This is an optimization exercise on Yosys and OpenROAD, whose aim is small area, a short achievable clock period and few clock cycles, not a production implementation.
Only simulation tests tie the RTL to the original design; equivalence was not proved.

==> flow/design.v <==
module HW3_FPMUL_SP(Clk, Rst, St, FPmplier, FPmcand, Done, Ovf, Unf, FPproduct);
  input Clk, Rst, St;
  input [31:0] FPmcand;
  input [31:0] FPmplier;
  output reg Done;
  output Ovf, Unf;
  output [31:0] FPproduct;
  reg busy;                 
  reg [22:0] M;             
  reg [25:1] M3;            
  reg [8:0] ES;             
  reg sgn;
  reg [24:0] P;             
  wire [23:0] mi = {1'b1, FPmcand[22:0]};
  wire [24:0] qi = {1'b1, FPmplier[22:0], 1'b0};    
  wire [25:0] m3i = {1'b0, mi, 1'b0} + {2'b00, mi};
  reg [7:0] s1, s2, s3, s4, ng;    
  wire [7:0] s1i, s2i, s3i, s4i, ngi;
  genvar g;
  generate for (g = 0; g < 8; g = g + 1) begin : enc
    wire [3:0] b = qi[3*g+3:3*g];
    wire [2:0] v = {1'b0, b[2], 1'b0} + b[1] + b[0];
    wire [2:0] a = b[3] ? 3'd4 - v : v;
    assign s1i[g] = (a == 3'd1);
    assign s2i[g] = (a == 3'd2);
    assign s3i[g] = (a == 3'd3);
    assign s4i[g] = (a == 3'd4);
    assign ngi[g] = b[3];
  end endgenerate
  always @(posedge Clk) begin
    M <= FPmcand[22:0];
    M3 <= m3i[25:1];
    s1 <= s1i; s2 <= s2i; s3 <= s3i; s4 <= s4i; ng <= ngi;
  end
  wire [25:0] m1 = {2'b01, M};
  wire [25:0] m2 = {1'b1, M, 1'b0};
  wire [25:0] m3 = {M3, M[0]};
  wire [25:0] m4 = {1'b1, M, 2'b00};
  wire [25:0] y0 = (({26{s1[0]}} & m1) | ({26{s2[0]}} & m2) | ({26{s3[0]}} & m3) | ({26{s4[0]}} & m4)) ^ {26{ng[0]}};
  wire [25:0] y1 = (({26{s1[1]}} & m1) | ({26{s2[1]}} & m2) | ({26{s3[1]}} & m3) | ({26{s4[1]}} & m4)) ^ {26{ng[1]}};
  wire [25:0] y2 = (({26{s1[2]}} & m1) | ({26{s2[2]}} & m2) | ({26{s3[2]}} & m3) | ({26{s4[2]}} & m4)) ^ {26{ng[2]}};
  wire [25:0] y3 = (({26{s1[3]}} & m1) | ({26{s2[3]}} & m2) | ({26{s3[3]}} & m3) | ({26{s4[3]}} & m4)) ^ {26{ng[3]}};
  wire [25:0] y4 = (({26{s1[4]}} & m1) | ({26{s2[4]}} & m2) | ({26{s3[4]}} & m3) | ({26{s4[4]}} & m4)) ^ {26{ng[4]}};
  wire [25:0] y5 = (({26{s1[5]}} & m1) | ({26{s2[5]}} & m2) | ({26{s3[5]}} & m3) | ({26{s4[5]}} & m4)) ^ {26{ng[5]}};
  wire [25:0] y6 = (({26{s1[6]}} & m1) | ({26{s2[6]}} & m2) | ({26{s3[6]}} & m3) | ({26{s4[6]}} & m4)) ^ {26{ng[6]}};
  wire [25:0] y7 = (({26{s1[7]}} & m1) | ({26{s2[7]}} & m2) | ({26{s3[7]}} & m3) | ({26{s4[7]}} & m4)) ^ {26{ng[7]}};
  wire ng0 = ng[0];
  wire ng1 = ng[1];
  wire ng2 = ng[2];
  wire ng3 = ng[3];
  wire ng4 = ng[4];
  wire ng5 = ng[5];
  wire ng6 = ng[6];
  wire ng7 = ng[7];
  wire fs0 = 1'b1 ^ ~ng0 ^ M[2];
  wire fc0 = (1'b1 & ~ng0) | (1'b1 & M[2]) | (~ng0 & M[2]);
  wire fs1 = 1'b1 ^ M[3];
  wire fc1 = 1'b1 & M[3];
  wire fs2 = 1'b1 ^ M[4];
  wire fc2 = 1'b1 & M[4];
  wire fs3 = ng5 ^ y0[15];
  wire fc3 = ng5 & y0[15];
  wire fs4 = y0[16] ^ y1[13];
  wire fc4 = y0[16] & y1[13];
  wire fs5 = y0[17] ^ y1[14];
  wire fc5 = y0[17] & y1[14];
  wire fs6 = ng6 ^ y0[18] ^ y1[15];
  wire fc6 = (ng6 & y0[18]) | (ng6 & y1[15]) | (y0[18] & y1[15]);
  wire fs7 = y2[12] ^ y3[9];
  wire fc7 = y2[12] & y3[9];
  wire fs8 = y0[19] ^ y1[16] ^ y2[13];
  wire fc8 = (y0[19] & y1[16]) | (y0[19] & y2[13]) | (y1[16] & y2[13]);
  wire fs9 = y3[10] ^ y4[7];
  wire fc9 = y3[10] & y4[7];
  wire fs10 = y0[20] ^ y1[17] ^ y2[14];
  wire fc10 = (y0[20] & y1[17]) | (y0[20] & y2[14]) | (y1[17] & y2[14]);
  wire fs11 = y3[11] ^ y4[8];
  wire fc11 = y3[11] & y4[8];
  wire fs12 = ng7 ^ y0[21] ^ y1[18];
  wire fc12 = (ng7 & y0[21]) | (ng7 & y1[18]) | (y0[21] & y1[18]);
  wire fs13 = y2[15] ^ y3[12] ^ y4[9];
  wire fc13 = (y2[15] & y3[12]) | (y2[15] & y4[9]) | (y3[12] & y4[9]);
  wire fs14 = y5[6] ^ y6[3];
  wire fc14 = y5[6] & y6[3];
  wire fs15 = y0[22] ^ y1[19] ^ y2[16];
  wire fc15 = (y0[22] & y1[19]) | (y0[22] & y2[16]) | (y1[19] & y2[16]);
  wire fs16 = y3[13] ^ y4[10] ^ y5[7];
  wire fc16 = (y3[13] & y4[10]) | (y3[13] & y5[7]) | (y4[10] & y5[7]);
  wire fs17 = y6[4] ^ y7[1];
  wire fc17 = y6[4] & y7[1];
  wire fs18 = y0[23] ^ y1[20] ^ y2[17];
  wire fc18 = (y0[23] & y1[20]) | (y0[23] & y2[17]) | (y1[20] & y2[17]);
  wire fs19 = y3[14] ^ y4[11] ^ y5[8];
  wire fc19 = (y3[14] & y4[11]) | (y3[14] & y5[8]) | (y4[11] & y5[8]);
  wire fs20 = y6[5] ^ y7[2];
  wire fc20 = y6[5] & y7[2];
  wire fs21 = M[0] ^ y0[24] ^ y1[21];
  wire fc21 = (M[0] & y0[24]) | (M[0] & y1[21]) | (y0[24] & y1[21]);
  wire fs22 = y2[18] ^ y3[15] ^ y4[12];
  wire fc22 = (y2[18] & y3[15]) | (y2[18] & y4[12]) | (y3[15] & y4[12]);
  wire fs23 = y5[9] ^ y6[6] ^ y7[3];
  wire fc23 = (y5[9] & y6[6]) | (y5[9] & y7[3]) | (y6[6] & y7[3]);
  wire fs24 = M[1] ^ y0[25] ^ y1[22];
  wire fc24 = (M[1] & y0[25]) | (M[1] & y1[22]) | (y0[25] & y1[22]);
  wire fs25 = y2[19] ^ y3[16] ^ y4[13];
  wire fc25 = (y2[19] & y3[16]) | (y2[19] & y4[13]) | (y3[16] & y4[13]);
  wire fs26 = y5[10] ^ y6[7] ^ y7[4];
  wire fc26 = (y5[10] & y6[7]) | (y5[10] & y7[4]) | (y6[7] & y7[4]);
  wire fs27 = fs0 ^ y1[23] ^ y2[20];
  wire fc27 = (fs0 & y1[23]) | (fs0 & y2[20]) | (y1[23] & y2[20]);
  wire fs28 = y3[17] ^ y4[14] ^ y5[11];
  wire fc28 = (y3[17] & y4[14]) | (y3[17] & y5[11]) | (y4[14] & y5[11]);
  wire fs29 = y6[8] ^ y7[5];
  wire fc29 = y6[8] & y7[5];
  wire fs30 = fc0 ^ y1[24] ^ y2[21];
  wire fc30 = (fc0 & y1[24]) | (fc0 & y2[21]) | (y1[24] & y2[21]);
  wire fs31 = y3[18] ^ y4[15] ^ y5[12];
  wire fc31 = (y3[18] & y4[15]) | (y3[18] & y5[12]) | (y4[15] & y5[12]);
  wire fs32 = y6[9] ^ y7[6] ^ fs1;
  wire fc32 = (y6[9] & y7[6]) | (y6[9] & fs1) | (y7[6] & fs1);
  wire fs33 = y1[25] ^ y2[22] ^ y3[19];
  wire fc33 = (y1[25] & y2[22]) | (y1[25] & y3[19]) | (y2[22] & y3[19]);
  wire fs34 = y4[16] ^ y5[13] ^ y6[10];
  wire fc34 = (y4[16] & y5[13]) | (y4[16] & y6[10]) | (y5[13] & y6[10]);
  wire fs35 = y7[7] ^ fc1 ^ fs2;
  wire fc35 = (y7[7] & fc1) | (y7[7] & fs2) | (fc1 & fs2);
  wire fs36 = ~ng1 ^ M[5] ^ y2[23];
  wire fc36 = (~ng1 & M[5]) | (~ng1 & y2[23]) | (M[5] & y2[23]);
  wire fs37 = y3[20] ^ y4[17] ^ y5[14];
  wire fc37 = (y3[20] & y4[17]) | (y3[20] & y5[14]) | (y4[17] & y5[14]);
  wire fs38 = y6[11] ^ y7[8] ^ fc2;
  wire fc38 = (y6[11] & y7[8]) | (y6[11] & fc2) | (y7[8] & fc2);
  wire fs39 = 1'b1 ^ M[6] ^ y2[24];
  wire fc39 = (1'b1 & M[6]) | (1'b1 & y2[24]) | (M[6] & y2[24]);
  wire fs40 = y3[21] ^ y4[18] ^ y5[15];
  wire fc40 = (y3[21] & y4[18]) | (y3[21] & y5[15]) | (y4[18] & y5[15]);
  wire fs41 = y6[12] ^ y7[9];
  wire fc41 = y6[12] & y7[9];
  wire fs42 = 1'b1 ^ M[7] ^ y2[25];
  wire fc42 = (1'b1 & M[7]) | (1'b1 & y2[25]) | (M[7] & y2[25]);
  wire fs43 = y3[22] ^ y4[19] ^ y5[16];
  wire fc43 = (y3[22] & y4[19]) | (y3[22] & y5[16]) | (y4[19] & y5[16]);
  wire fs44 = y6[13] ^ y7[10];
  wire fc44 = y6[13] & y7[10];
  wire fs45 = ~ng2 ^ M[8] ^ y3[23];
  wire fc45 = (~ng2 & M[8]) | (~ng2 & y3[23]) | (M[8] & y3[23]);
  wire fs46 = y4[20] ^ y5[17] ^ y6[14];
  wire fc46 = (y4[20] & y5[17]) | (y4[20] & y6[14]) | (y5[17] & y6[14]);
  wire fs47 = 1'b1 ^ M[9] ^ y3[24];
  wire fc47 = (1'b1 & M[9]) | (1'b1 & y3[24]) | (M[9] & y3[24]);
  wire fs48 = y4[21] ^ y5[18];
  wire fc48 = y4[21] & y5[18];
  wire fs49 = 1'b1 ^ M[10] ^ y3[25];
  wire fc49 = (1'b1 & M[10]) | (1'b1 & y3[25]) | (M[10] & y3[25]);
  wire fs50 = y4[22] ^ y5[19];
  wire fc50 = y4[22] & y5[19];
  wire fs51 = ~ng3 ^ M[11] ^ y4[23];
  wire fc51 = (~ng3 & M[11]) | (~ng3 & y4[23]) | (M[11] & y4[23]);
  wire fs52 = 1'b1 ^ M[12];
  wire fc52 = 1'b1 & M[12];
  wire fs53 = 1'b1 ^ M[13];
  wire fc53 = 1'b1 & M[13];
  wire fs54 = ng3 ^ y0[9];
  wire fc54 = ng3 & y0[9];
  wire fs55 = y0[10] ^ y1[7];
  wire fc55 = y0[10] & y1[7];
  wire fs56 = y0[11] ^ y1[8];
  wire fc56 = y0[11] & y1[8];
  wire fs57 = ng4 ^ y0[12] ^ y1[9];
  wire fc57 = (ng4 & y0[12]) | (ng4 & y1[9]) | (y0[12] & y1[9]);
  wire fs58 = y2[6] ^ y3[3];
  wire fc58 = y2[6] & y3[3];
  wire fs59 = y0[13] ^ y1[10] ^ y2[7];
  wire fc59 = (y0[13] & y1[10]) | (y0[13] & y2[7]) | (y1[10] & y2[7]);
  wire fs60 = y3[4] ^ y4[1];
  wire fc60 = y3[4] & y4[1];
  wire fs61 = y0[14] ^ y1[11] ^ y2[8];
  wire fc61 = (y0[14] & y1[11]) | (y0[14] & y2[8]) | (y1[11] & y2[8]);
  wire fs62 = y3[5] ^ y4[2];
  wire fc62 = y3[5] & y4[2];
  wire fs63 = y1[12] ^ y2[9] ^ y3[6];
  wire fc63 = (y1[12] & y2[9]) | (y1[12] & y3[6]) | (y2[9] & y3[6]);
  wire fs64 = y4[3] ^ y5[0] ^ fs3;
  wire fc64 = (y4[3] & y5[0]) | (y4[3] & fs3) | (y5[0] & fs3);
  wire fs65 = y2[10] ^ y3[7] ^ y4[4];
  wire fc65 = (y2[10] & y3[7]) | (y2[10] & y4[4]) | (y3[7] & y4[4]);
  wire fs66 = y5[1] ^ fc3 ^ fs4;
  wire fc66 = (y5[1] & fc3) | (y5[1] & fs4) | (fc3 & fs4);
  wire fs67 = y2[11] ^ y3[8] ^ y4[5];
  wire fc67 = (y2[11] & y3[8]) | (y2[11] & y4[5]) | (y3[8] & y4[5]);
  wire fs68 = y5[2] ^ fc4 ^ fs5;
  wire fc68 = (y5[2] & fc4) | (y5[2] & fs5) | (fc4 & fs5);
  wire fs69 = y4[6] ^ y5[3] ^ y6[0];
  wire fc69 = (y4[6] & y5[3]) | (y4[6] & y6[0]) | (y5[3] & y6[0]);
  wire fs70 = fc5 ^ fs6 ^ fs7;
  wire fc70 = (fc5 & fs6) | (fc5 & fs7) | (fs6 & fs7);
  wire fs71 = y5[4] ^ y6[1] ^ fc6;
  wire fc71 = (y5[4] & y6[1]) | (y5[4] & fc6) | (y6[1] & fc6);
  wire fs72 = fc7 ^ fs8 ^ fs9;
  wire fc72 = (fc7 & fs8) | (fc7 & fs9) | (fs8 & fs9);
  wire fs73 = y5[5] ^ y6[2] ^ fc8;
  wire fc73 = (y5[5] & y6[2]) | (y5[5] & fc8) | (y6[2] & fc8);
  wire fs74 = fc9 ^ fs10 ^ fs11;
  wire fc74 = (fc9 & fs10) | (fc9 & fs11) | (fs10 & fs11);
  wire fs75 = y7[0] ^ fc10 ^ fc11;
  wire fc75 = (y7[0] & fc10) | (y7[0] & fc11) | (fc10 & fc11);
  wire fs76 = fs12 ^ fs13 ^ fs14;
  wire fc76 = (fs12 & fs13) | (fs12 & fs14) | (fs13 & fs14);
  wire fs77 = fc12 ^ fc13 ^ fc14;
  wire fc77 = (fc12 & fc13) | (fc12 & fc14) | (fc13 & fc14);
  wire fs78 = fs15 ^ fs16 ^ fs17;
  wire fc78 = (fs15 & fs16) | (fs15 & fs17) | (fs16 & fs17);
  wire fs79 = fc15 ^ fc16 ^ fc17;
  wire fc79 = (fc15 & fc16) | (fc15 & fc17) | (fc16 & fc17);
  wire fs80 = fs18 ^ fs19 ^ fs20;
  wire fc80 = (fs18 & fs19) | (fs18 & fs20) | (fs19 & fs20);
  wire fs81 = fc18 ^ fc19 ^ fc20;
  wire fc81 = (fc18 & fc19) | (fc18 & fc20) | (fc19 & fc20);
  wire fs82 = fs21 ^ fs22 ^ fs23;
  wire fc82 = (fs21 & fs22) | (fs21 & fs23) | (fs22 & fs23);
  wire fs83 = fc21 ^ fc22 ^ fc23;
  wire fc83 = (fc21 & fc22) | (fc21 & fc23) | (fc22 & fc23);
  wire fs84 = fs24 ^ fs25 ^ fs26;
  wire fc84 = (fs24 & fs25) | (fs24 & fs26) | (fs25 & fs26);
  wire fs85 = fc24 ^ fc25 ^ fc26;
  wire fc85 = (fc24 & fc25) | (fc24 & fc26) | (fc25 & fc26);
  wire fs86 = fs27 ^ fs28 ^ fs29;
  wire fc86 = (fs27 & fs28) | (fs27 & fs29) | (fs28 & fs29);
  wire fs87 = fc27 ^ fc28 ^ fc29;
  wire fc87 = (fc27 & fc28) | (fc27 & fc29) | (fc28 & fc29);
  wire fs88 = fs30 ^ fs31 ^ fs32;
  wire fc88 = (fs30 & fs31) | (fs30 & fs32) | (fs31 & fs32);
  wire fs89 = fc30 ^ fc31 ^ fc32;
  wire fc89 = (fc30 & fc31) | (fc30 & fc32) | (fc31 & fc32);
  wire fs90 = fs33 ^ fs34 ^ fs35;
  wire fc90 = (fs33 & fs34) | (fs33 & fs35) | (fs34 & fs35);
  wire fs91 = fc33 ^ fc34 ^ fc35;
  wire fc91 = (fc33 & fc34) | (fc33 & fc35) | (fc34 & fc35);
  wire fs92 = fs36 ^ fs37 ^ fs38;
  wire fc92 = (fs36 & fs37) | (fs36 & fs38) | (fs37 & fs38);
  wire fs93 = fc36 ^ fc37 ^ fc38;
  wire fc93 = (fc36 & fc37) | (fc36 & fc38) | (fc37 & fc38);
  wire fs94 = fs39 ^ fs40 ^ fs41;
  wire fc94 = (fs39 & fs40) | (fs39 & fs41) | (fs40 & fs41);
  wire fs95 = fc39 ^ fc40 ^ fc41;
  wire fc95 = (fc39 & fc40) | (fc39 & fc41) | (fc40 & fc41);
  wire fs96 = fs42 ^ fs43 ^ fs44;
  wire fc96 = (fs42 & fs43) | (fs42 & fs44) | (fs43 & fs44);
  wire fs97 = y7[11] ^ fc42 ^ fc43;
  wire fc97 = (y7[11] & fc42) | (y7[11] & fc43) | (fc42 & fc43);
  wire fs98 = fc44 ^ fs45 ^ fs46;
  wire fc98 = (fc44 & fs45) | (fc44 & fs46) | (fs45 & fs46);
  wire fs99 = y6[15] ^ y7[12] ^ fc45;
  wire fc99 = (y6[15] & y7[12]) | (y6[15] & fc45) | (y7[12] & fc45);
  wire fs100 = fc46 ^ fs47 ^ fs48;
  wire fc100 = (fc46 & fs47) | (fc46 & fs48) | (fs47 & fs48);
  wire fs101 = y6[16] ^ y7[13] ^ fc47;
  wire fc101 = (y6[16] & y7[13]) | (y6[16] & fc47) | (y7[13] & fc47);
  wire fs102 = fc48 ^ fs49 ^ fs50;
  wire fc102 = (fc48 & fs49) | (fc48 & fs50) | (fs49 & fs50);
  wire fs103 = y5[20] ^ y6[17] ^ y7[14];
  wire fc103 = (y5[20] & y6[17]) | (y5[20] & y7[14]) | (y6[17] & y7[14]);
  wire fs104 = fc49 ^ fc50 ^ fs51;
  wire fc104 = (fc49 & fc50) | (fc49 & fs51) | (fc50 & fs51);
  wire fs105 = y4[24] ^ y5[21] ^ y6[18];
  wire fc105 = (y4[24] & y5[21]) | (y4[24] & y6[18]) | (y5[21] & y6[18]);
  wire fs106 = y7[15] ^ fs52 ^ fc51;
  wire fc106 = (y7[15] & fs52) | (y7[15] & fc51) | (fs52 & fc51);
  wire fs107 = y4[25] ^ y5[22] ^ y6[19];
  wire fc107 = (y4[25] & y5[22]) | (y4[25] & y6[19]) | (y5[22] & y6[19]);
  wire fs108 = y7[16] ^ fc52 ^ fs53;
  wire fc108 = (y7[16] & fc52) | (y7[16] & fs53) | (fc52 & fs53);
  wire fs109 = ~ng4 ^ M[14] ^ y5[23];
  wire fc109 = (~ng4 & M[14]) | (~ng4 & y5[23]) | (M[14] & y5[23]);
  wire fs110 = y6[20] ^ y7[17] ^ fc53;
  wire fc110 = (y6[20] & y7[17]) | (y6[20] & fc53) | (y7[17] & fc53);
  wire fs111 = 1'b1 ^ M[15] ^ y5[24];
  wire fc111 = (1'b1 & M[15]) | (1'b1 & y5[24]) | (M[15] & y5[24]);
  wire fs112 = y6[21] ^ y7[18];
  wire fc112 = y6[21] & y7[18];
  wire fs113 = 1'b1 ^ M[16] ^ y5[25];
  wire fc113 = (1'b1 & M[16]) | (1'b1 & y5[25]) | (M[16] & y5[25]);
  wire fs114 = y6[22] ^ y7[19];
  wire fc114 = y6[22] & y7[19];
  wire fs115 = ~ng5 ^ M[17] ^ y6[23];
  wire fc115 = (~ng5 & M[17]) | (~ng5 & y6[23]) | (M[17] & y6[23]);
  wire fs116 = 1'b1 ^ M[18];
  wire fc116 = 1'b1 & M[18];
  wire fs117 = 1'b1 ^ M[19];
  wire fc117 = 1'b1 & M[19];
  wire fs118 = ng2 ^ y0[6];
  wire fc118 = ng2 & y0[6];
  wire fs119 = y0[7] ^ y1[4];
  wire fc119 = y0[7] & y1[4];
  wire fs120 = y0[8] ^ y1[5];
  wire fc120 = y0[8] & y1[5];
  wire fs121 = y1[6] ^ y2[3] ^ y3[0];
  wire fc121 = (y1[6] & y2[3]) | (y1[6] & y3[0]) | (y2[3] & y3[0]);
  wire fs122 = y2[4] ^ y3[1] ^ fc54;
  wire fc122 = (y2[4] & y3[1]) | (y2[4] & fc54) | (y3[1] & fc54);
  wire fs123 = y2[5] ^ y3[2] ^ fc55;
  wire fc123 = (y2[5] & y3[2]) | (y2[5] & fc55) | (y3[2] & fc55);
  wire fs124 = y4[0] ^ fc56 ^ fs57;
  wire fc124 = (y4[0] & fc56) | (y4[0] & fs57) | (fc56 & fs57);
  wire fs125 = fc57 ^ fc58 ^ fs59;
  wire fc125 = (fc57 & fc58) | (fc57 & fs59) | (fc58 & fs59);
  wire fs126 = fc59 ^ fc60 ^ fs61;
  wire fc126 = (fc59 & fc60) | (fc59 & fs61) | (fc60 & fs61);
  wire fs127 = fc61 ^ fc62 ^ fs63;
  wire fc127 = (fc61 & fc62) | (fc61 & fs63) | (fc62 & fs63);
  wire fs128 = fc63 ^ fs65 ^ fc64;
  wire fc128 = (fc63 & fs65) | (fc63 & fc64) | (fs65 & fc64);
  wire fs129 = fc65 ^ fs67 ^ fc66;
  wire fc129 = (fc65 & fs67) | (fc65 & fc66) | (fs67 & fc66);
  wire fs130 = fc67 ^ fs69 ^ fc68;
  wire fc130 = (fc67 & fs69) | (fc67 & fc68) | (fs69 & fc68);
  wire fs131 = fc69 ^ fc70 ^ fs71;
  wire fc131 = (fc69 & fc70) | (fc69 & fs71) | (fc70 & fs71);
  wire fs132 = fc71 ^ fc72 ^ fs73;
  wire fc132 = (fc71 & fc72) | (fc71 & fs73) | (fc72 & fs73);
  wire fs133 = fc73 ^ fc74 ^ fs75;
  wire fc133 = (fc73 & fc74) | (fc73 & fs75) | (fc74 & fs75);
  wire fs134 = fc75 ^ fc76 ^ fs77;
  wire fc134 = (fc75 & fc76) | (fc75 & fs77) | (fc76 & fs77);
  wire fs135 = fc77 ^ fc78 ^ fs79;
  wire fc135 = (fc77 & fc78) | (fc77 & fs79) | (fc78 & fs79);
  wire fs136 = fc79 ^ fc80 ^ fs81;
  wire fc136 = (fc79 & fc80) | (fc79 & fs81) | (fc80 & fs81);
  wire fs137 = fc81 ^ fc82 ^ fs83;
  wire fc137 = (fc81 & fc82) | (fc81 & fs83) | (fc82 & fs83);
  wire fs138 = fc83 ^ fc84 ^ fs85;
  wire fc138 = (fc83 & fc84) | (fc83 & fs85) | (fc84 & fs85);
  wire fs139 = fc85 ^ fc86 ^ fs87;
  wire fc139 = (fc85 & fc86) | (fc85 & fs87) | (fc86 & fs87);
  wire fs140 = fc87 ^ fc88 ^ fs89;
  wire fc140 = (fc87 & fc88) | (fc87 & fs89) | (fc88 & fs89);
  wire fs141 = fc89 ^ fc90 ^ fs91;
  wire fc141 = (fc89 & fc90) | (fc89 & fs91) | (fc90 & fs91);
  wire fs142 = fc91 ^ fc92 ^ fs93;
  wire fc142 = (fc91 & fc92) | (fc91 & fs93) | (fc92 & fs93);
  wire fs143 = fc93 ^ fc94 ^ fs95;
  wire fc143 = (fc93 & fc94) | (fc93 & fs95) | (fc94 & fs95);
  wire fs144 = fc95 ^ fc96 ^ fs97;
  wire fc144 = (fc95 & fc96) | (fc95 & fs97) | (fc96 & fs97);
  wire fs145 = fc97 ^ fc98 ^ fs99;
  wire fc145 = (fc97 & fc98) | (fc97 & fs99) | (fc98 & fs99);
  wire fs146 = fc99 ^ fc100 ^ fs101;
  wire fc146 = (fc99 & fc100) | (fc99 & fs101) | (fc100 & fs101);
  wire fs147 = fs103 ^ fc101 ^ fc102;
  wire fc147 = (fs103 & fc101) | (fs103 & fc102) | (fc101 & fc102);
  wire fs148 = fc103 ^ fs105 ^ fc104;
  wire fc148 = (fc103 & fs105) | (fc103 & fc104) | (fs105 & fc104);
  wire fs149 = fc105 ^ fs107 ^ fs108;
  wire fc149 = (fc105 & fs107) | (fc105 & fs108) | (fs107 & fs108);
  wire fs150 = fc107 ^ fc108 ^ fs109;
  wire fc150 = (fc107 & fc108) | (fc107 & fs109) | (fc108 & fs109);
  wire fs151 = fc109 ^ fc110 ^ fs111;
  wire fc151 = (fc109 & fc110) | (fc109 & fs111) | (fc110 & fs111);
  wire fs152 = fc111 ^ fc112 ^ fs113;
  wire fc152 = (fc111 & fc112) | (fc111 & fs113) | (fc112 & fs113);
  wire fs153 = y7[20] ^ fc113 ^ fc114;
  wire fc153 = (y7[20] & fc113) | (y7[20] & fc114) | (fc113 & fc114);
  wire fs154 = y6[24] ^ y7[21] ^ fs116;
  wire fc154 = (y6[24] & y7[21]) | (y6[24] & fs116) | (y7[21] & fs116);
  wire fs155 = y6[25] ^ y7[22] ^ fc116;
  wire fc155 = (y6[25] & y7[22]) | (y6[25] & fc116) | (y7[22] & fc116);
  wire fs156 = ~ng6 ^ M[20] ^ y7[23];
  wire fc156 = (~ng6 & M[20]) | (~ng6 & y7[23]) | (M[20] & y7[23]);
  wire fs157 = 1'b1 ^ M[21];
  wire fc157 = 1'b1 & M[21];
  wire fs158 = 1'b1 ^ M[22];
  wire fc158 = 1'b1 & M[22];
  wire fs159 = ng1 ^ y0[3];
  wire fc159 = ng1 & y0[3];
  wire fs160 = y0[4] ^ y1[1];
  wire fc160 = y0[4] & y1[1];
  wire fs161 = y0[5] ^ y1[2];
  wire fc161 = y0[5] & y1[2];
  wire fs162 = y1[3] ^ y2[0] ^ fs118;
  wire fc162 = (y1[3] & y2[0]) | (y1[3] & fs118) | (y2[0] & fs118);
  wire fs163 = y2[1] ^ fc118 ^ fs119;
  wire fc163 = (y2[1] & fc118) | (y2[1] & fs119) | (fc118 & fs119);
  wire fs164 = y2[2] ^ fc119 ^ fs120;
  wire fc164 = (y2[2] & fc119) | (y2[2] & fs120) | (fc119 & fs120);
  wire fs165 = fs54 ^ fc120 ^ fs121;
  wire fc165 = (fs54 & fc120) | (fs54 & fs121) | (fc120 & fs121);
  wire fs166 = fs55 ^ fc121 ^ fs122;
  wire fc166 = (fs55 & fc121) | (fs55 & fs122) | (fc121 & fs122);
  wire fs167 = fs56 ^ fc122 ^ fs123;
  wire fc167 = (fs56 & fc122) | (fs56 & fs123) | (fc122 & fs123);
  wire fs168 = fs58 ^ fc123 ^ fs124;
  wire fc168 = (fs58 & fc123) | (fs58 & fs124) | (fc123 & fs124);
  wire fs169 = fs60 ^ fc124 ^ fs125;
  wire fc169 = (fs60 & fc124) | (fs60 & fs125) | (fc124 & fs125);
  wire fs170 = fs62 ^ fc125 ^ fs126;
  wire fc170 = (fs62 & fc125) | (fs62 & fs126) | (fc125 & fs126);
  wire fs171 = fs64 ^ fc126 ^ fs127;
  wire fc171 = (fs64 & fc126) | (fs64 & fs127) | (fc126 & fs127);
  wire fs172 = fs66 ^ fc127 ^ fs128;
  wire fc172 = (fs66 & fc127) | (fs66 & fs128) | (fc127 & fs128);
  wire fs173 = fs68 ^ fc128 ^ fs129;
  wire fc173 = (fs68 & fc128) | (fs68 & fs129) | (fc128 & fs129);
  wire fs174 = fs70 ^ fc129 ^ fs130;
  wire fc174 = (fs70 & fc129) | (fs70 & fs130) | (fc129 & fs130);
  wire fs175 = fs72 ^ fc130 ^ fs131;
  wire fc175 = (fs72 & fc130) | (fs72 & fs131) | (fc130 & fs131);
  wire fs176 = fs74 ^ fc131 ^ fs132;
  wire fc176 = (fs74 & fc131) | (fs74 & fs132) | (fc131 & fs132);
  wire fs177 = fs76 ^ fc132 ^ fs133;
  wire fc177 = (fs76 & fc132) | (fs76 & fs133) | (fc132 & fs133);
  wire fs178 = fs78 ^ fc133 ^ fs134;
  wire fc178 = (fs78 & fc133) | (fs78 & fs134) | (fc133 & fs134);
  wire fs179 = fs80 ^ fc134 ^ fs135;
  wire fc179 = (fs80 & fc134) | (fs80 & fs135) | (fc134 & fs135);
  wire fs180 = fs82 ^ fc135 ^ fs136;
  wire fc180 = (fs82 & fc135) | (fs82 & fs136) | (fc135 & fs136);
  wire fs181 = fs84 ^ fc136 ^ fs137;
  wire fc181 = (fs84 & fc136) | (fs84 & fs137) | (fc136 & fs137);
  wire fs182 = fs86 ^ fc137 ^ fs138;
  wire fc182 = (fs86 & fc137) | (fs86 & fs138) | (fc137 & fs138);
  wire fs183 = fs88 ^ fc138 ^ fs139;
  wire fc183 = (fs88 & fc138) | (fs88 & fs139) | (fc138 & fs139);
  wire fs184 = fs90 ^ fc139 ^ fs140;
  wire fc184 = (fs90 & fc139) | (fs90 & fs140) | (fc139 & fs140);
  wire fs185 = fs92 ^ fc140 ^ fs141;
  wire fc185 = (fs92 & fc140) | (fs92 & fs141) | (fc140 & fs141);
  wire fs186 = fs94 ^ fc141 ^ fs142;
  wire fc186 = (fs94 & fc141) | (fs94 & fs142) | (fc141 & fs142);
  wire fs187 = fs96 ^ fc142 ^ fs143;
  wire fc187 = (fs96 & fc142) | (fs96 & fs143) | (fc142 & fs143);
  wire fs188 = fs98 ^ fc143 ^ fs144;
  wire fc188 = (fs98 & fc143) | (fs98 & fs144) | (fc143 & fs144);
  wire fs189 = fs100 ^ fc144 ^ fs145;
  wire fc189 = (fs100 & fc144) | (fs100 & fs145) | (fc144 & fs145);
  wire fs190 = fs102 ^ fc145 ^ fs146;
  wire fc190 = (fs102 & fc145) | (fs102 & fs146) | (fc145 & fs146);
  wire fs191 = fs104 ^ fc146 ^ fs147;
  wire fc191 = (fs104 & fc146) | (fs104 & fs147) | (fc146 & fs147);
  wire fs192 = fs106 ^ fc147 ^ fs148;
  wire fc192 = (fs106 & fc147) | (fs106 & fs148) | (fc147 & fs148);
  wire fs193 = fc106 ^ fs149 ^ fc148;
  wire fc193 = (fc106 & fs149) | (fc106 & fc148) | (fs149 & fc148);
  wire fs194 = fs110 ^ fc149 ^ fs150;
  wire fc194 = (fs110 & fc149) | (fs110 & fs150) | (fc149 & fs150);
  wire fs195 = fs112 ^ fc150 ^ fs151;
  wire fc195 = (fs112 & fc150) | (fs112 & fs151) | (fc150 & fs151);
  wire fs196 = fs114 ^ fc151 ^ fs152;
  wire fc196 = (fs114 & fc151) | (fs114 & fs152) | (fc151 & fs152);
  wire fs197 = fs115 ^ fc152 ^ fs153;
  wire fc197 = (fs115 & fc152) | (fs115 & fs153) | (fc152 & fs153);
  wire fs198 = fc115 ^ fs154 ^ fc153;
  wire fc198 = (fc115 & fs154) | (fc115 & fc153) | (fs154 & fc153);
  wire fs199 = fs117 ^ fc154 ^ fs155;
  wire fc199 = (fs117 & fc154) | (fs117 & fs155) | (fc154 & fs155);
  wire fs200 = fc117 ^ fc155 ^ fs156;
  wire fc200 = (fc117 & fc155) | (fc117 & fs156) | (fc155 & fs156);
  wire fs201 = y7[24] ^ fs157 ^ fc156;
  wire fc201 = (y7[24] & fs157) | (y7[24] & fc156) | (fs157 & fc156);
  wire fs202 = y7[25] ^ fc157 ^ fs158;
  wire fc202 = (y7[25] & fc157) | (y7[25] & fs158) | (fc157 & fs158);
  wire fs203 = 1'b1 ^ ~ng7 ^ fc158;
  wire fc203 = (1'b1 & ~ng7) | (1'b1 & fc158) | (~ng7 & fc158);
  wire [47:0] TS = {fc202, fc201, fc200, fc199, fc198, fc197, fc196, fc195, fc194, fc193, fc192, fc191, fc190, fc189, fc188, fc187, fc186, fc185, fc184, fc183, fc182, fc181, fc180, fc179, fc178, fc177, fc176, fc175, fc174, fc173, fc172, fc171, fc170, fc169, fc168, fc167, fc166, fc165, fc164, fc163, fc162, fc161, fc160, fc159, y1[0], y0[2], y0[1], ng0};
  wire [47:0] TC = {fs203, fs202, fs201, fs200, fs199, fs198, fs197, fs196, fs195, fs194, fs193, fs192, fs191, fs190, fs189, fs188, fs187, fs186, fs185, fs184, fs183, fs182, fs181, fs180, fs179, fs178, fs177, fs176, fs175, fs174, fs173, fs172, fs171, fs170, fs169, fs168, fs167, fs166, fs165, fs164, fs163, fs162, fs161, fs160, fs159, 1'b0, 1'b0, y0[0]};
  wire [47:0] g0 = TS & TC, p0 = TS ^ TC;
  wire gq1_1 = g0[1] | (p0[1] & g0[0]);
  wire pq1_1 = p0[1] & p0[0];
  wire gq1_3 = g0[3] | (p0[3] & g0[2]);
  wire pq1_3 = p0[3] & p0[2];
  wire gq1_5 = g0[5] | (p0[5] & g0[4]);
  wire pq1_5 = p0[5] & p0[4];
  wire gq1_7 = g0[7] | (p0[7] & g0[6]);
  wire pq1_7 = p0[7] & p0[6];
  wire gq1_9 = g0[9] | (p0[9] & g0[8]);
  wire pq1_9 = p0[9] & p0[8];
  wire gq1_11 = g0[11] | (p0[11] & g0[10]);
  wire pq1_11 = p0[11] & p0[10];
  wire gq1_13 = g0[13] | (p0[13] & g0[12]);
  wire pq1_13 = p0[13] & p0[12];
  wire gq1_15 = g0[15] | (p0[15] & g0[14]);
  wire pq1_15 = p0[15] & p0[14];
  wire gq1_17 = g0[17] | (p0[17] & g0[16]);
  wire pq1_17 = p0[17] & p0[16];
  wire gq1_19 = g0[19] | (p0[19] & g0[18]);
  wire pq1_19 = p0[19] & p0[18];
  wire gq1_21 = g0[21] | (p0[21] & g0[20]);
  wire pq1_21 = p0[21] & p0[20];
  wire gq1_23 = g0[23] | (p0[23] & g0[22]);
  wire pq1_23 = p0[23] & p0[22];
  wire gq1_25 = g0[25] | (p0[25] & g0[24]);
  wire pq1_25 = p0[25] & p0[24];
  wire gq1_27 = g0[27] | (p0[27] & g0[26]);
  wire pq1_27 = p0[27] & p0[26];
  wire gq1_29 = g0[29] | (p0[29] & g0[28]);
  wire pq1_29 = p0[29] & p0[28];
  wire gq1_31 = g0[31] | (p0[31] & g0[30]);
  wire pq1_31 = p0[31] & p0[30];
  wire gq1_33 = g0[33] | (p0[33] & g0[32]);
  wire pq1_33 = p0[33] & p0[32];
  wire gq1_35 = g0[35] | (p0[35] & g0[34]);
  wire pq1_35 = p0[35] & p0[34];
  wire gq1_37 = g0[37] | (p0[37] & g0[36]);
  wire pq1_37 = p0[37] & p0[36];
  wire gq1_39 = g0[39] | (p0[39] & g0[38]);
  wire pq1_39 = p0[39] & p0[38];
  wire gq1_41 = g0[41] | (p0[41] & g0[40]);
  wire pq1_41 = p0[41] & p0[40];
  wire gq1_43 = g0[43] | (p0[43] & g0[42]);
  wire pq1_43 = p0[43] & p0[42];
  wire gq1_45 = g0[45] | (p0[45] & g0[44]);
  wire pq1_45 = p0[45] & p0[44];
  wire gq1_47 = g0[47] | (p0[47] & g0[46]);
  wire pq1_47 = p0[47] & p0[46];
  wire gq2_2 = g0[2] | (p0[2] & gq1_1);
  wire pq2_2 = p0[2] & pq1_1;
  wire gq2_3 = gq1_3 | (pq1_3 & gq1_1);
  wire pq2_3 = pq1_3 & pq1_1;
  wire gq2_6 = g0[6] | (p0[6] & gq1_5);
  wire pq2_6 = p0[6] & pq1_5;
  wire gq2_7 = gq1_7 | (pq1_7 & gq1_5);
  wire pq2_7 = pq1_7 & pq1_5;
  wire gq2_10 = g0[10] | (p0[10] & gq1_9);
  wire pq2_10 = p0[10] & pq1_9;
  wire gq2_11 = gq1_11 | (pq1_11 & gq1_9);
  wire pq2_11 = pq1_11 & pq1_9;
  wire gq2_14 = g0[14] | (p0[14] & gq1_13);
  wire pq2_14 = p0[14] & pq1_13;
  wire gq2_15 = gq1_15 | (pq1_15 & gq1_13);
  wire pq2_15 = pq1_15 & pq1_13;
  wire gq2_18 = g0[18] | (p0[18] & gq1_17);
  wire pq2_18 = p0[18] & pq1_17;
  wire gq2_19 = gq1_19 | (pq1_19 & gq1_17);
  wire pq2_19 = pq1_19 & pq1_17;
  wire gq2_22 = g0[22] | (p0[22] & gq1_21);
  wire pq2_22 = p0[22] & pq1_21;
  wire gq2_23 = gq1_23 | (pq1_23 & gq1_21);
  wire pq2_23 = pq1_23 & pq1_21;
  wire gq2_26 = g0[26] | (p0[26] & gq1_25);
  wire pq2_26 = p0[26] & pq1_25;
  wire gq2_27 = gq1_27 | (pq1_27 & gq1_25);
  wire pq2_27 = pq1_27 & pq1_25;
  wire gq2_30 = g0[30] | (p0[30] & gq1_29);
  wire pq2_30 = p0[30] & pq1_29;
  wire gq2_31 = gq1_31 | (pq1_31 & gq1_29);
  wire pq2_31 = pq1_31 & pq1_29;
  wire gq2_34 = g0[34] | (p0[34] & gq1_33);
  wire pq2_34 = p0[34] & pq1_33;
  wire gq2_35 = gq1_35 | (pq1_35 & gq1_33);
  wire pq2_35 = pq1_35 & pq1_33;
  wire gq2_38 = g0[38] | (p0[38] & gq1_37);
  wire pq2_38 = p0[38] & pq1_37;
  wire gq2_39 = gq1_39 | (pq1_39 & gq1_37);
  wire pq2_39 = pq1_39 & pq1_37;
  wire gq2_42 = g0[42] | (p0[42] & gq1_41);
  wire pq2_42 = p0[42] & pq1_41;
  wire gq2_43 = gq1_43 | (pq1_43 & gq1_41);
  wire pq2_43 = pq1_43 & pq1_41;
  wire gq2_46 = g0[46] | (p0[46] & gq1_45);
  wire pq2_46 = p0[46] & pq1_45;
  wire gq2_47 = gq1_47 | (pq1_47 & gq1_45);
  wire pq2_47 = pq1_47 & pq1_45;
  wire gq3_4 = g0[4] | (p0[4] & gq2_3);
  wire pq3_4 = p0[4] & pq2_3;
  wire gq3_5 = gq1_5 | (pq1_5 & gq2_3);
  wire pq3_5 = pq1_5 & pq2_3;
  wire gq3_6 = gq2_6 | (pq2_6 & gq2_3);
  wire pq3_6 = pq2_6 & pq2_3;
  wire gq3_7 = gq2_7 | (pq2_7 & gq2_3);
  wire pq3_7 = pq2_7 & pq2_3;
  wire gq3_12 = g0[12] | (p0[12] & gq2_11);
  wire pq3_12 = p0[12] & pq2_11;
  wire gq3_13 = gq1_13 | (pq1_13 & gq2_11);
  wire pq3_13 = pq1_13 & pq2_11;
  wire gq3_14 = gq2_14 | (pq2_14 & gq2_11);
  wire pq3_14 = pq2_14 & pq2_11;
  wire gq3_15 = gq2_15 | (pq2_15 & gq2_11);
  wire pq3_15 = pq2_15 & pq2_11;
  wire gq3_20 = g0[20] | (p0[20] & gq2_19);
  wire pq3_20 = p0[20] & pq2_19;
  wire gq3_21 = gq1_21 | (pq1_21 & gq2_19);
  wire pq3_21 = pq1_21 & pq2_19;
  wire gq3_22 = gq2_22 | (pq2_22 & gq2_19);
  wire pq3_22 = pq2_22 & pq2_19;
  wire gq3_23 = gq2_23 | (pq2_23 & gq2_19);
  wire pq3_23 = pq2_23 & pq2_19;
  wire gq3_28 = g0[28] | (p0[28] & gq2_27);
  wire pq3_28 = p0[28] & pq2_27;
  wire gq3_29 = gq1_29 | (pq1_29 & gq2_27);
  wire pq3_29 = pq1_29 & pq2_27;
  wire gq3_30 = gq2_30 | (pq2_30 & gq2_27);
  wire pq3_30 = pq2_30 & pq2_27;
  wire gq3_31 = gq2_31 | (pq2_31 & gq2_27);
  wire pq3_31 = pq2_31 & pq2_27;
  wire gq3_36 = g0[36] | (p0[36] & gq2_35);
  wire pq3_36 = p0[36] & pq2_35;
  wire gq3_37 = gq1_37 | (pq1_37 & gq2_35);
  wire pq3_37 = pq1_37 & pq2_35;
  wire gq3_38 = gq2_38 | (pq2_38 & gq2_35);
  wire pq3_38 = pq2_38 & pq2_35;
  wire gq3_39 = gq2_39 | (pq2_39 & gq2_35);
  wire pq3_39 = pq2_39 & pq2_35;
  wire gq3_44 = g0[44] | (p0[44] & gq2_43);
  wire pq3_44 = p0[44] & pq2_43;
  wire gq3_45 = gq1_45 | (pq1_45 & gq2_43);
  wire pq3_45 = pq1_45 & pq2_43;
  wire gq3_46 = gq2_46 | (pq2_46 & gq2_43);
  wire pq3_46 = pq2_46 & pq2_43;
  wire gq3_47 = gq2_47 | (pq2_47 & gq2_43);
  wire pq3_47 = pq2_47 & pq2_43;
  wire gq4_8 = g0[8] | (p0[8] & gq3_7);
  wire pq4_8 = p0[8] & pq3_7;
  wire gq4_9 = gq1_9 | (pq1_9 & gq3_7);
  wire pq4_9 = pq1_9 & pq3_7;
  wire gq4_10 = gq2_10 | (pq2_10 & gq3_7);
  wire pq4_10 = pq2_10 & pq3_7;
  wire gq4_11 = gq2_11 | (pq2_11 & gq3_7);
  wire pq4_11 = pq2_11 & pq3_7;
  wire gq4_12 = gq3_12 | (pq3_12 & gq3_7);
  wire pq4_12 = pq3_12 & pq3_7;
  wire gq4_13 = gq3_13 | (pq3_13 & gq3_7);
  wire pq4_13 = pq3_13 & pq3_7;
  wire gq4_14 = gq3_14 | (pq3_14 & gq3_7);
  wire pq4_14 = pq3_14 & pq3_7;
  wire gq4_15 = gq3_15 | (pq3_15 & gq3_7);
  wire pq4_15 = pq3_15 & pq3_7;
  wire gq4_24 = g0[24] | (p0[24] & gq3_23);
  wire pq4_24 = p0[24] & pq3_23;
  wire gq4_25 = gq1_25 | (pq1_25 & gq3_23);
  wire pq4_25 = pq1_25 & pq3_23;
  wire gq4_26 = gq2_26 | (pq2_26 & gq3_23);
  wire pq4_26 = pq2_26 & pq3_23;
  wire gq4_27 = gq2_27 | (pq2_27 & gq3_23);
  wire pq4_27 = pq2_27 & pq3_23;
  wire gq4_28 = gq3_28 | (pq3_28 & gq3_23);
  wire pq4_28 = pq3_28 & pq3_23;
  wire gq4_29 = gq3_29 | (pq3_29 & gq3_23);
  wire pq4_29 = pq3_29 & pq3_23;
  wire gq4_30 = gq3_30 | (pq3_30 & gq3_23);
  wire pq4_30 = pq3_30 & pq3_23;
  wire gq4_31 = gq3_31 | (pq3_31 & gq3_23);
  wire pq4_31 = pq3_31 & pq3_23;
  wire gq4_40 = g0[40] | (p0[40] & gq3_39);
  wire pq4_40 = p0[40] & pq3_39;
  wire gq4_41 = gq1_41 | (pq1_41 & gq3_39);
  wire pq4_41 = pq1_41 & pq3_39;
  wire gq4_42 = gq2_42 | (pq2_42 & gq3_39);
  wire pq4_42 = pq2_42 & pq3_39;
  wire gq4_43 = gq2_43 | (pq2_43 & gq3_39);
  wire pq4_43 = pq2_43 & pq3_39;
  wire gq4_44 = gq3_44 | (pq3_44 & gq3_39);
  wire pq4_44 = pq3_44 & pq3_39;
  wire gq4_45 = gq3_45 | (pq3_45 & gq3_39);
  wire pq4_45 = pq3_45 & pq3_39;
  wire gq4_46 = gq3_46 | (pq3_46 & gq3_39);
  wire pq4_46 = pq3_46 & pq3_39;
  wire gq4_47 = gq3_47 | (pq3_47 & gq3_39);
  wire pq4_47 = pq3_47 & pq3_39;
  wire gq5_16 = g0[16] | (p0[16] & gq4_15);
  wire pq5_16 = p0[16] & pq4_15;
  wire gq5_17 = gq1_17 | (pq1_17 & gq4_15);
  wire pq5_17 = pq1_17 & pq4_15;
  wire gq5_18 = gq2_18 | (pq2_18 & gq4_15);
  wire pq5_18 = pq2_18 & pq4_15;
  wire gq5_19 = gq2_19 | (pq2_19 & gq4_15);
  wire pq5_19 = pq2_19 & pq4_15;
  wire gq5_20 = gq3_20 | (pq3_20 & gq4_15);
  wire pq5_20 = pq3_20 & pq4_15;
  wire gq5_21 = gq3_21 | (pq3_21 & gq4_15);
  wire pq5_21 = pq3_21 & pq4_15;
  wire gq5_22 = gq3_22 | (pq3_22 & gq4_15);
  wire pq5_22 = pq3_22 & pq4_15;
  wire gq5_23 = gq3_23 | (pq3_23 & gq4_15);
  wire pq5_23 = pq3_23 & pq4_15;
  wire gq5_24 = gq4_24 | (pq4_24 & gq4_15);
  wire pq5_24 = pq4_24 & pq4_15;
  wire gq5_25 = gq4_25 | (pq4_25 & gq4_15);
  wire pq5_25 = pq4_25 & pq4_15;
  wire gq5_26 = gq4_26 | (pq4_26 & gq4_15);
  wire pq5_26 = pq4_26 & pq4_15;
  wire gq5_27 = gq4_27 | (pq4_27 & gq4_15);
  wire pq5_27 = pq4_27 & pq4_15;
  wire gq5_28 = gq4_28 | (pq4_28 & gq4_15);
  wire pq5_28 = pq4_28 & pq4_15;
  wire gq5_29 = gq4_29 | (pq4_29 & gq4_15);
  wire pq5_29 = pq4_29 & pq4_15;
  wire gq5_30 = gq4_30 | (pq4_30 & gq4_15);
  wire pq5_30 = pq4_30 & pq4_15;
  wire gq5_31 = gq4_31 | (pq4_31 & gq4_15);
  wire pq5_31 = pq4_31 & pq4_15;
  wire gq6_32 = g0[32] | (p0[32] & gq5_31);
  wire pq6_32 = p0[32] & pq5_31;
  wire gq6_33 = gq1_33 | (pq1_33 & gq5_31);
  wire pq6_33 = pq1_33 & pq5_31;
  wire gq6_34 = gq2_34 | (pq2_34 & gq5_31);
  wire pq6_34 = pq2_34 & pq5_31;
  wire gq6_35 = gq2_35 | (pq2_35 & gq5_31);
  wire pq6_35 = pq2_35 & pq5_31;
  wire gq6_36 = gq3_36 | (pq3_36 & gq5_31);
  wire pq6_36 = pq3_36 & pq5_31;
  wire gq6_37 = gq3_37 | (pq3_37 & gq5_31);
  wire pq6_37 = pq3_37 & pq5_31;
  wire gq6_38 = gq3_38 | (pq3_38 & gq5_31);
  wire pq6_38 = pq3_38 & pq5_31;
  wire gq6_39 = gq3_39 | (pq3_39 & gq5_31);
  wire pq6_39 = pq3_39 & pq5_31;
  wire gq6_40 = gq4_40 | (pq4_40 & gq5_31);
  wire pq6_40 = pq4_40 & pq5_31;
  wire gq6_41 = gq4_41 | (pq4_41 & gq5_31);
  wire pq6_41 = pq4_41 & pq5_31;
  wire gq6_42 = gq4_42 | (pq4_42 & gq5_31);
  wire pq6_42 = pq4_42 & pq5_31;
  wire gq6_43 = gq4_43 | (pq4_43 & gq5_31);
  wire pq6_43 = pq4_43 & pq5_31;
  wire gq6_44 = gq4_44 | (pq4_44 & gq5_31);
  wire pq6_44 = pq4_44 & pq5_31;
  wire gq6_45 = gq4_45 | (pq4_45 & gq5_31);
  wire pq6_45 = pq4_45 & pq5_31;
  wire gq6_46 = gq4_46 | (pq4_46 & gq5_31);
  wire pq6_46 = pq4_46 & pq5_31;
  wire gq6_47 = gq4_47 | (pq4_47 & gq5_31);
  wire pq6_47 = pq4_47 & pq5_31;
  wire [47:0] PF = p0 ^ {gq6_46, gq6_45, gq6_44, gq6_43, gq6_42, gq6_41, gq6_40, gq6_39, gq6_38, gq6_37, gq6_36, gq6_35, gq6_34, gq6_33, gq6_32, gq5_31, gq5_30, gq5_29, gq5_28, gq5_27, gq5_26, gq5_25, gq5_24, gq5_23, gq5_22, gq5_21, gq5_20, gq5_19, gq5_18, gq5_17, gq5_16, gq4_15, gq4_14, gq4_13, gq4_12, gq4_11, gq4_10, gq4_9, gq4_8, gq3_7, gq3_6, gq3_5, gq3_4, gq2_3, gq2_2, gq1_1, g0[0], 1'b0};
  always @(posedge Clk) begin
    if (Rst) begin
      Done <= 1'b1;
      busy <= 1'b0;
    end else begin
      Done <= !(Done && St);
      busy <= Done && St;
    end
    if (Done && St) begin
      ES <= FPmcand[30:23] + FPmplier[30:23];
      sgn <= FPmcand[31] ^ FPmplier[31];
    end
    if (busy) P <= PF[47:23];
  end
  wire p47 = P[24];
  assign FPproduct[22:0] = p47 ? P[23:1] : P[22:0];
  assign FPproduct[30:23] = ES[7:0] + 8'd129 + p47;
  assign FPproduct[31] = sgn;
  assign Ovf = p47 ? (ES >= 9'd381) : (ES >= 9'd382);
  assign Unf = p47 ? (ES <= 9'd126) : (ES <= 9'd127);
endmodule
==> flow/flow/run.sh <==
#!/bin/bash
# The standard layout, except that the port buffers are buf_2 cells rather than the
# default pick; every input and output port still gets its own buffer.
bash standard.sh "BUFFER_PORTS_ARGS=-buffer_cell sky130_fd_sc_hd__buf_2" finish > standard.log 2>&1
==> flow/standard.sh <==
#!/bin/bash
# synth_recipe.tcl (not shown) runs the flow's synth.tcl, then flattens the netlist and writes it again
# the make line also repeats each setting of config.mk as NAME=value (left out here)
make -C /OpenROAD-flow-scripts/flow DESIGN_CONFIG=/design/flow/config.mk WORK_HOME=/design/flow/orfs CLKGATE_MAP_FILE= SYNTH_SCRIPT=/design/flow/synth_recipe.tcl "${@:-finish}"
==> flow/config.mk <==
export PLATFORM = sky130hd
export DESIGN_NAME = HW3_FPMUL_SP
export DESIGN_NICKNAME = HW3_FPMUL_SP
export VERILOG_FILES = /design/flow/design.v
export SDC_FILE = /design/flow/constraint.sdc
export NUM_CORES = 4
export LEC_CHECK = 0
export CAP_MARGIN = 20
export CORE_MARGIN = 2
export CORE_UTILIZATION = 40
export CTS_BUF_LIST = sky130_fd_sc_hd__clkbuf_4 sky130_fd_sc_hd__clkbuf_8
export SETUP_SLACK_MARGIN = 5
export SLEW_MARGIN = 20
==> flow/constraint.sdc <==
create_clock -name core_clock -period 9.0 [get_ports {Clk}]
set_input_delay 1.8000 -clock core_clock [delete_from_list [all_inputs] [get_ports {Clk}]]
set_output_delay 1.8000 -clock core_clock [all_outputs]
set_load 0.01 [all_outputs]
==> results of run 1 <==
[cell type report]
cell class              instances  area (um2)  share of cell area (%)
flip-flops and latches        124        2910                    14.9
clock inverters                10         116                   0.598
well taps                     532         666                    3.42
multi-input cells            1280       13200                    67.8
repair buffers                194        1500                    7.69
clock buffers                  22         278                    1.43
inverters                     213         803                    4.13
[cell usage in the layout, fill, tap and decap left out, types with 13 or more instances in the layout]
master,synthesis,routed
buf_6,1,26
xor2_1,28,27
fa_1,162,141
buf_4,1,53
xnor2_1,210,206
buf_2,1,101
a21o_1,20,20
inv_1,209,202
a21oi_1,59,49
o21ai_0,29,24
a221oi_2,0,53
a22o_1,162,162
a221oi_1,171,114
dfxtp_2,0,17
nor2_1,74,74
mux2_2,23,23
dfxtp_4,0,14
edfxtp_1,35,35
fa_2,0,21
o21a_1,13,13
clkbuf_8,0,18
ha_1,136,125
a22oi_1,20,20
dfxtp_1,89,58
nand2_1,45,44
[cells in the mapped netlist (6+ instances only)]
master	count
xnor2_1	210
inv_1	209
a221oi_1	171
clkbuf_1	163
a22o_1	162
fa_1	162
ha_1	136
dfxtp_1	89
nor2_1	74
a21oi_1	59
nand2_1	45
edfxtp_1	35
o21ai_0	29
xor2_1	28
mux2_2	23
a21o_1	20
a22oi_1	20
nor3_1	15
buf_1	13
o21a_1	13
nor2b_1	11
nand2b_1	10
a31oi_1	8
nand3_1	8
nand4_1	8
a222oi_1	7
a32oi_1	7
nor3b_1	6
o211ai_1	6
[cell families after synthesis]
family,after synthesis
AO/OA/AOI/OAI,525
XOR/XNOR,238
flip-flops,124
buffers and inverters,393
multiplexers,23
adder cells (fa/ha/maj),298
AND/OR/NAND/NOR,196
[stage by stage]
stage / cell area [um2] / instances
finish: 19500 / 2375
CTS: 19000 / 2358
floorplan: 17400 / 1797
global placement: 18000 / 2305
detailed placement: 18000 / 2305
global route: 19500 / 2375
[metal layers]
layer  up-vias  share of wire [%]  routed length, um
met5         -                  0                  0
met4         0                4.4               2440
met3       214                 11               6280
met2       909                 42              23700
met1      6997                 42              23300
li1       6494                  -                  -
[how the worst min path moves through the flow]
| stage | start | to | depth (start not counted) |
|---|---|---|---|
| 2_1_floorplan | Done | Done | 2 |
| 6_report | Done | Done | 2 |
| 3_3_place_gp | Done | Done | 2 |
| 3_5_place_dp | Done | Done | 2 |
| 5_1_grt | Done | Done | 2 |
| 4_1_cts | Done | Done | 2 |
[worst max-delay path: stages (launching register included)]
cell and delay [ns]:
dfxtp_1 0.69, a221oi_2 0.16, xnor2_1 0.35, fa_2 0.54, fa_2 0.40, fa_1 0.46
fa_1 0.57, ha_4 0.23, a21o_1 0.16, a21o_1 0.23, a221oi_4 0.34, o32ai_4 0.15
buf_4 0.17, nor3_4 0.20, nand2b_4 0.18, nand2b_4 0.06, buf_6 0.12, xor2_2 0.13
[sequential cells by signal (all words and copies together) (netlist names), 7 cells and up]
| register | count |
|---|---|
| ES | 9 |
| M | 23 |
| M3 | 25 |
| P | 25 |
| ng | 7 |
| s1 | 8 |
| s2 | 8 |
| s3 | 8 |
| s4 | 8 |
[repair_timing]
item                                    CTS  global route
cloned                                    2             2
resized for setup                       108            61
endpoints found under the hold margin     0             0
pin swaps                                25            43
endpoints found under the setup margin   26            31
setup buffers                            19            15
==> impl_metrics.ini, run 1 <==
[yosys]
synthesis.area_um2 = 16700
synthArstFlopShare_pct = 0
synth_xor_area_share_pct = 12.5
synth_edf_count = 35
synthCells = 1797
synth_top_area_share_pct = 19.4
synth_compound_area_share_pct = 25.1
synth.avg_cell_area_um2 = 9.31
synth_nets = 2162
ys_ff_latch = 124
synthTopCellsByArea = fa_1 19%, xnor2_1 11%, dfxtp_1 11%
synth.yosys.warnings = 1
synth_fa_ha_area_share_pct = 29.6
synth.largest_area_cell = fa_1
yosys.area_share.simple_pct = 5.48
synth_top_family_by_area = adder cells
yosys.cell_types.count = 57
synthFlopType = dfxtp_1
synth_seq_area_share_pct = 16.9
synthMuxAreaShare_pct = 1.55

[routing]
wl_mm = 55.7
viasPerCell = 6.15
wl_per_cell_um = 23.5
via_count = 14600
drc = 0
dr.pass1.iters = 6
drtAntennaViolNets = 0
drtIter0Drc = 1787

[cells_and_area]
fin_util_pct = 47.5
fillCellCount = 3797
drive_gt1_share_pct = 23.0
diodes = 0
syn2layout_area_growth_pct = 16.4
nets = 2195

[placed_design]
gp_congestion = 0.915
post-place-ws_ns = 3.11
place_hpwl_mm = 37.4
portBuffers = 101

[worst_setup_path]
worstPathArrival_ns = 5.62
r2r_start = M3[24]
crit_end = P[18]
r2r_cells = 17
r2r_slack_ns = 3.60
worst_setup_path_start_kind = flip-flop
cp-startpoint = M3[24]
critPathRequiredTime_ns = 9.22
rr_endpoint = P[18]
end_kind = flip-flop
crit_type = flip-flop to flip-flop
critPathMaxFanout = 8

[timing]
fin_ws_ns = 3.60
timing.hold.ws_ns = 0.791
fin_tns_setup_ns = 0
fin_skew_ns = 0.0371
timing_hold_violations_final = 0
clock.fmax_ghz = 0.185
finalSetupViolCount = 0
relSlewSlack_pct = 31.2
slew_violations = 0
rsz0062_at_grt = yes
finalCritPeriodShare_pct = 60.0
post-route-min-period_ns = 5.40
tightest_slew_ns = 1.03

[clock_tree]
cts-root-buf = clkbuf_8
cts.clk_slew.worst_paths_ns = 0.07
clock-sinks = 124
cts_made_buffers = 17
insertion_delay_ns = 0.50
cts_max_path_buffers = 2
htree_levels = 4
hold_buffers = 0
cts_tree = yes

[floorplan]
initial_core_util_pct = 40.8
rows = 74
core_um2 = 41000
num_io_pins = 102
die_h_um = 208
die_x_um = 208
dieArea_um2 = 43500

[global_route]
grt_antenna_before_repair = 0
grt_overflow = 0
grt_use_total_pct = 25.3
grt_pass1_wl_mm = 85.8
grt_busiest_layer = met2
grt_start_max_net_pins = 29
grt_pass1_vias = 14700
grt_util_met1_pct = 33.7
grtUsageMet2_pct = 38.5
use_met3_pct = 6.88

[run]
max-cap-violations = 0

[worst_hold_path]
worstHoldPathType = flip-flop to flip-flop

[run_status]
status = finished clean
Testbench counts, summed over its fixed seeds: cycles 16,000.
==> run 2, diff against run 1 <==
--- a/flow/config.mk
+++ b/flow/config.mk
@@ -11,3 +11,2 @@
 export CTS_BUF_LIST = sky130_fd_sc_hd__clkbuf_4 sky130_fd_sc_hd__clkbuf_8
-export SETUP_SLACK_MARGIN = 5
 export SLEW_MARGIN = 20
==> impl_metrics.ini, run 2 <==
[cells_and_area]
syn2layout_area_growth_pct = 8.19
drive_gt1_share_pct = 12.4
top_regs = M3: 25 flops, P: 25 flops, M: 23 flops
fin_util_pct = 44.1
fillCellCount = 3966
layout_commonest_cell = xnor2_1
fin_area_um2 = 18100
layout.cells.non_filler = 2340
nets = 2158
layout_common_cells = 210 x xnor2_1, 209 x inv_1, 171 x a221oi_1

[yosys]
synthTopCellsByCount = 210 x xnor2_1, 209 x inv_1, 171 x a221oi_1
synthArstFlopShare_pct = 0
yosys.cell_types.count = 57
synth_nets = 2162
synth_top_area_share_pct = 19.4
synthesis.area_um2 = 16700
synth.avg_cell_area_um2 = 9.31
synthCells = 1797
synth_seq_area_share_pct = 16.9
ys_ff_latch = 124
synth_edf_count = 35
synthTopCellsByArea = fa_1 19%, xnor2_1 11%, dfxtp_1 11%
synthFlopType = dfxtp_1
synth.largest_area_cell = fa_1
synth.most_common_cell = xnor2_1
synth.yosys.warnings = 1

[placed_design]
gp_congestion = 0.911
dpl.cell_count = 2306
place_hpwl_mm = 37.6
place_area_um2 = 17600
post-place-ws_ns = 2.45
portBuffers = 101

[global_route]
grt_overflow = 0
grt_use_total_pct = 24.8
grt_pass1_wl_mm = 83.9
grt_pass1_vias = 14400
grt_antenna_before_repair = 1
grt_start_max_net_pins = 27

[clock_tree]
cts-root-buf = clkbuf_8
hold_buffers = 0
insertion_delay_ns = 0.54
clock-sinks = 124
cts_max_path_buffers = 2
post_cts_buffers = 0
cts_tree = yes
cts.clk_slew.worst_paths_ns = 0.12
htree_levels = 4
cts_made_buffers = 17
post_cts_resized = 0

[timing]
fin_ws_ns = 2.35
fin_skew_ns = 0.0405
timing_hold_violations_final = 0
post-route-min-period_ns = 6.65
rsz0062_at_grt = no
finalCritPeriodShare_pct = 73.9
timing.hold.ws_ns = 0.701
finalSetupViolCount = 0
relSlewSlack_pct = 18.8
tightest_slew_ns = 1.22
clock.fmax_ghz = 0.150
fin_tns_setup_ns = 0
slew_violations = 0

[routing]
drtIter0Drc = 1793
met1_length_mm = 23.2
dr.pass1.iters = 6
drtAntennaViolNets = 0
topRoutingLayerUsed = met5
via_count = 14300
wl_met3_mm = 5.88
routed-wl-met2_mm = 22.8
drc = 0
wl_mm = 54.0
viasPerCell = 6.11
wl_per_cell_um = 23.1

[floorplan]
dieArea_um2 = 43500
rows = 74
initial_core_util_pct = 40.8
num_io_pins = 102
die_x_um = 208
core_um2 = 41000
die_h_um = 208

[worst_setup_path]
worst_setup_path_start_kind = flip-flop
path_cells = inv_1, xnor2_1, fa_1, fa_1, inv_1, fa_1, fa_1, ha_1, a21o_1, a21o_1, a221oi_1, o32ai_1, nor2_2, o311ai_4, or3_1, a31oi_1, xnor2_1
cpLargestDelayFamily = adder cells
critPathRequiredTime_ns = 9.27
critPathMaxFanout = 16
cp_num_buf_inv = 2
r2r_slack_ns = 2.35
crit_type = flip-flop to flip-flop
crit_top_cell = fa_1
end_kind = flip-flop
slowest_stage = dfxtp_1
cp_slowest_stage_delay_ns = 0.98
worstPathArrival_ns = 6.92

[run]
max-cap-violations = 0

[run_status]
status = finished clean

[worst_hold_path]
worstHoldPathType = flip-flop to flip-flop
[run 2: per-layer routing]
layer	vias to the layer above	GRT usage [%]
met5	-	0
met3	173	6.34
met2	864	36.7
met4	2	10.8
met1	6858	34.2
li1	6404	-
[run 2: cell families after synthesis]
group / count (synthesis) / synth area share [%]
adders and majority gates: 298 / 29.6
buffers and inverters: 393 / 8.90
muxes: 23 / 1.55
xor gates and xnor gates: 238 / 12.5
and+or+nand+nor: 196 / 5.48
AOI/OAI and AO/OA: 525 / 25.1
DFF: 124 / 16.9
[run 2: worst register-to-register path, stage by stage (launching register included)]
cell,delay [ns]
dfxtp_1,0.98
inv_1,0.63
xnor2_1,0.32
fa_1,0.45
fa_1,0.54
inv_1,0.05
fa_1,0.50
fa_1,0.49
ha_1,0.37
a21o_1,0.20
a21o_1,0.21
a221oi_1,0.46
o32ai_1,0.25
nor2_2,0.18
o311ai_4,0.14
or3_1,0.35
a31oi_1,0.21
xnor2_1,0.08
[run 2: final cells by class]
cell class	instances	area [um2]	area share, %
diodes	2	5.00	0.0277
repair buffers	157	926	5.12
clock buffers	17	234	1.29
clock inverters	15	226	1.25
flip-flops and latches	124	2830	15.7
multi-input cells	1280	12400	68.5
inverters	213	800	4.42
well taps	532	666	3.68
[run 2: path summary, 6_finish.rpt]
kind                end  cells after the start   from
setup / recovery  P[24]                     17  ng[6]
hold / removal     P[4]                      0   busy
setup reg to reg  P[24]                     17  ng[6]
hold reg to reg    P[4]                      0   busy

==> port drivers added, routing unchanged <==
The flow's constraints put no driver on any port. The routed layouts listed below were extracted and timed again, unchanged, in two steps. Step 1, drivers: a clkbuf_16 drives Clk and a buf_2 each remaining input, both assumed. Step 2 moves the port delays by t, midway between the first and last clock arrival at a register: inputs arrive t later, outputs are due t later. That takes back most of the time a late clock gives input paths. Slacks: no drivers / after step 1 / after step 2; pairs: no drivers / after step 1.
run | t (ns) | setup slack, ns | worst register clock-pin slew, ns
run 1 | 0.534 | 3.599 / 3.599 / 3.599 | 0.11 / 0.11
run 2 | 0.566 | 2.351 / 2.351 / 2.351 | 0.12 / 0.12
After both steps every run listed still meets setup and hold.
